This design comes from an exercise in tuning for small area, a short achievable clock period and few clock cycles on the open sky130 flow, not from production work. In this exercise RTL edits were held to simulation tests only and were not proved equivalent to the original. Power is estimated from default activity; no workload was simulated.

// simplecpu
module simplecpu (
	input  logic        rst,
	input  logic        clk,
	output logic [9:0]  pc,
	input  logic [15:0] inst,
	output logic [7:0]  d_addr,
	output logic        d_wr,
	output logic [15:0] d_wdata,
	input  logic [15:0] d_rdata,
	output logic        halted);
	logic [9:0]   pc_q;
	logic         f_halt;             
	logic [255:0] regs;               
	logic [15:0]  valid;              
	logic [15:0]  nz;                 
	logic         r_we, r_st, r_halt;
	logic         r_mem, r_not, r_sub, r_dsel, r_loc;
	logic         r_afwd, r_bfwd;     
	logic [3:0]   r_wa;
	logic [15:0]  r_psel, r_qsel;     
	logic [7:0]   r_d;                
	logic         x_we, x_st, x_halt, x_cin;
	logic [3:0]   x_wa;
	logic [15:0]  x_a, x_b;
	logic [15:0]  sum;                
	logic         sum_zero;
	logic [3:0]  op, ra, pa;
	logic [7:0]  d;
	logic        is_jmp, is_jmz, is_halt, is_mem, is_st, is_dsel, is_azero, writes;
	logic        r_hit, x_hit, z_ra, stall, taken, hold, f_ok;
	logic [9:0]  pc_inc, pc_jmp;
	assign op = inst[15:12];
	assign ra = inst[11:8];
	assign d  = inst[7:0];
	assign is_halt  = op[3];
	assign is_jmp   = (op == 4'h7);
	assign is_jmz   = (op == 4'h5);
	assign is_st    = (op[2:0] == 3'h1);
	assign is_mem   = (op[2:0] == 3'h0) | (op[2:0] == 3'h6);                  
	assign is_dsel  = (op[2:0] == 3'h3) | is_st;                             
	assign is_azero = (op[2:0] == 3'h3) | is_mem;                            
	assign writes   = is_mem | (op[2:0] == 3'h2) | (op[2:0] == 3'h3) | (op[2:0] == 3'h4);
  ...
Settings: LEC_CHECK=0, CAP_MARGIN=20, CORE_MARGIN=2, CORE_UTILIZATION=60, CTS_CLUSTER_DIAMETER=150, CTS_CLUSTER_SIZE=30, PLACE_DENSITY=0.75, SETUP_SLACK_MARGIN=4.2, SLEW_MARGIN=20, SYNTH_HIERARCHICAL=1; clock period 7.0 ns.
standard.sh (not shown) runs the stock make flow with config.mk's settings and CLKGATE_MAP_FILE= SYNTH_SCRIPT=/design/flow/synth_recipe.tcl, a recipe that flattens the netlist after the stock synthesis.
==> flow/flow/run.sh <==
#!/bin/bash
# Standard ORFS layout (the standard.sh, synthesis unchanged), except that the
# input/output port buffers are sky130_fd_sc_hd__buf_2 cells instead of the default
# pick (a slow delay buffer). ORFS keeps each step's log under orfs/logs/; make's
# own output goes to standard.log here.
set -euo pipefail
bash standard.sh "BUFFER_PORTS_ARGS=-buffer_cell sky130_fd_sc_hd__buf_2" finish > standard.log 2>&1
Testbench counts at the start, summed over its fixed seeds: cycles 74,821.
Next try:
--- a/flow/config.mk
+++ b/flow/config.mk
@@ -10,7 +10,7 @@
 export CORE_UTILIZATION = 60
 export CTS_CLUSTER_DIAMETER = 150
-export CTS_CLUSTER_SIZE = 30
+export CTS_CLUSTER_SIZE = 25
 export PLACE_DENSITY = 0.75
-export SETUP_SLACK_MARGIN = 4.2
+export SETUP_SLACK_MARGIN = 4.4
 export SLEW_MARGIN = 20
 export SYNTH_HIERARCHICAL = 1
Fmax grows by 6.4%.
Wire length grows by 2.8%.
Sequential share of layout area shrinks by 1.5 points.
Hold slack is better by 0.013 ns.
Register-to-register slack is better by 0.09 ns.
Die area stays the same.
Next try:
--- a/flow/config.mk
+++ b/flow/config.mk
@@ -10,7 +10,8 @@
 export CORE_UTILIZATION = 60
 export CTS_CLUSTER_DIAMETER = 150
-export CTS_CLUSTER_SIZE = 25
+export CTS_CLUSTER_SIZE = 30
 export PLACE_DENSITY = 0.75
-export SETUP_SLACK_MARGIN = 4.4
+export SETUP_SLACK_MARGIN = 4.3
 export SLEW_MARGIN = 20
 export SYNTH_HIERARCHICAL = 1
+export TNS_END_PERCENT = 30
Outcome: Cell area went down by 2.1%; power went down by 3.5%; clock skew went down by 0.0032 ns; global-route usage went down by 0.73 points; count of clock-buffer cells in the layout went down by 7.
Next try:
--- a/flow/config.mk
+++ b/flow/config.mk
@@ -11,7 +11,7 @@
 export CTS_CLUSTER_DIAMETER = 150
 export CTS_CLUSTER_SIZE = 30
+export GPL_ROUTABILITY_DRIVEN = 0
 export PLACE_DENSITY = 0.75
 export SETUP_SLACK_MARGIN = 4.3
 export SLEW_MARGIN = 20
 export SYNTH_HIERARCHICAL = 1
-export TNS_END_PERCENT = 30
=>
- The changed run completed with no timing, DRC or antenna violations
- via count drops by 1.2%
- setup slack is better by 0.13 ns
- cell area hardly moves
- area after synthesis is unchanged
- final cell count stays flat
- first-iteration DRC count climbs by 20%
- routed wire length drops by 0.55%
- sequential cell count stays the same
- hold slack is about the same
- global-route usage drops by 0.45 points
- power hardly moves
Next try:
--- a/flow/config.mk
+++ b/flow/config.mk
@@ -11,5 +11,4 @@
 export CTS_CLUSTER_DIAMETER = 150
 export CTS_CLUSTER_SIZE = 30
-export GPL_ROUTABILITY_DRIVEN = 0
 export PLACE_DENSITY = 0.75
 export SETUP_SLACK_MARGIN = 4.3
The changed run went through all stages and came out clean.
Setup slack is unchanged.
Wire length stays the same.
Synthesized area does not change.
Power is unchanged.
Design area stays the same.
Clock-buffer cell count does not change.
Die area stays the same.
Register-to-register slack stays flat.
Sequential power stays flat.
Flip-flop and latch count stays the same.
Next try:
--- a/flow/config.mk
+++ b/flow/config.mk
@@ -8,8 +8,8 @@
 export CAP_MARGIN = 20
 export CORE_MARGIN = 2
-export CORE_UTILIZATION = 60
+export CORE_UTILIZATION = 75
 export CTS_CLUSTER_DIAMETER = 150
 export CTS_CLUSTER_SIZE = 30
-export PLACE_DENSITY = 0.75
+export PLACE_DENSITY = 0.85
 export SETUP_SLACK_MARGIN = 4.3
 export SLEW_MARGIN = 20
- The changed run produced a clean layout
- design area fell by 0.30%
- total power fell by 0.63%
- fmax fell by 2.9%
- non-clock buffer count rose by 1
- final cell count fell by 3.8%
- die area fell by 20%
- clock skew fell by 0.0041 ns
- sequential cell count does not change
- routed wire length rose by 0.89%
- clock-buffer cell count rose by 1
- sequential share of layout area rose by 0.17 points

-- separate check: timing with driven ports --
Ports are ideal in the flow. The routed layouts listed here were re-timed in OpenROAD.
Step 1 (the two cells are an assumption about what drives the block):
set clk [get_ports {clk}]
set_driving_cell -lib_cell sky130_fd_sc_hd__clkbuf_16 $clk
set_driving_cell -lib_cell sky130_fd_sc_hd__buf_2 [delete_from_list [all_inputs] $clk]
Step 2 also shifts input and output timing later by t, the mid clock arrival at the registers, as if the neighbouring blocks saw the same clock.
Slacks: ideal ports / drivers / drivers and shift; pairs: ideal ports / drivers.
run | t (ns) | setup slack, ns | worst hold slack (ns) | slew at the worst register clock pin (ns)
the first run | 0.583 | 4.225 / 4.171 / 3.755 | 0.432 / 0.432 / 0.432 | 0.12 / 0.12
the second run | 0.577 | 4.391 / 4.352 / 3.801 | 0.445 / 0.445 / 0.445 | 0.11 / 0.11
the third run | 0.582 | 4.240 / 4.189 / 3.797 | 0.447 / 0.447 / 0.447 | 0.12 / 0.12
the fourth run | 0.581 | 4.368 / 4.315 / 3.869 | 0.446 / 0.446 / 0.446 | 0.12 / 0.12
the fifth run | 0.581 | 4.368 / 4.315 / 3.869 | 0.446 / 0.446 / 0.446 | 0.12 / 0.12
the sixth run | 0.556 | 4.291 / 4.242 / 3.827 | 0.456 / 0.456 / 0.456 | 0.11 / 0.11
After both steps setup and hold are still met in every run listed. The setup slack of the second run, which loses most, moves by -0.039 ns with the drivers and by -0.590 ns with both steps.
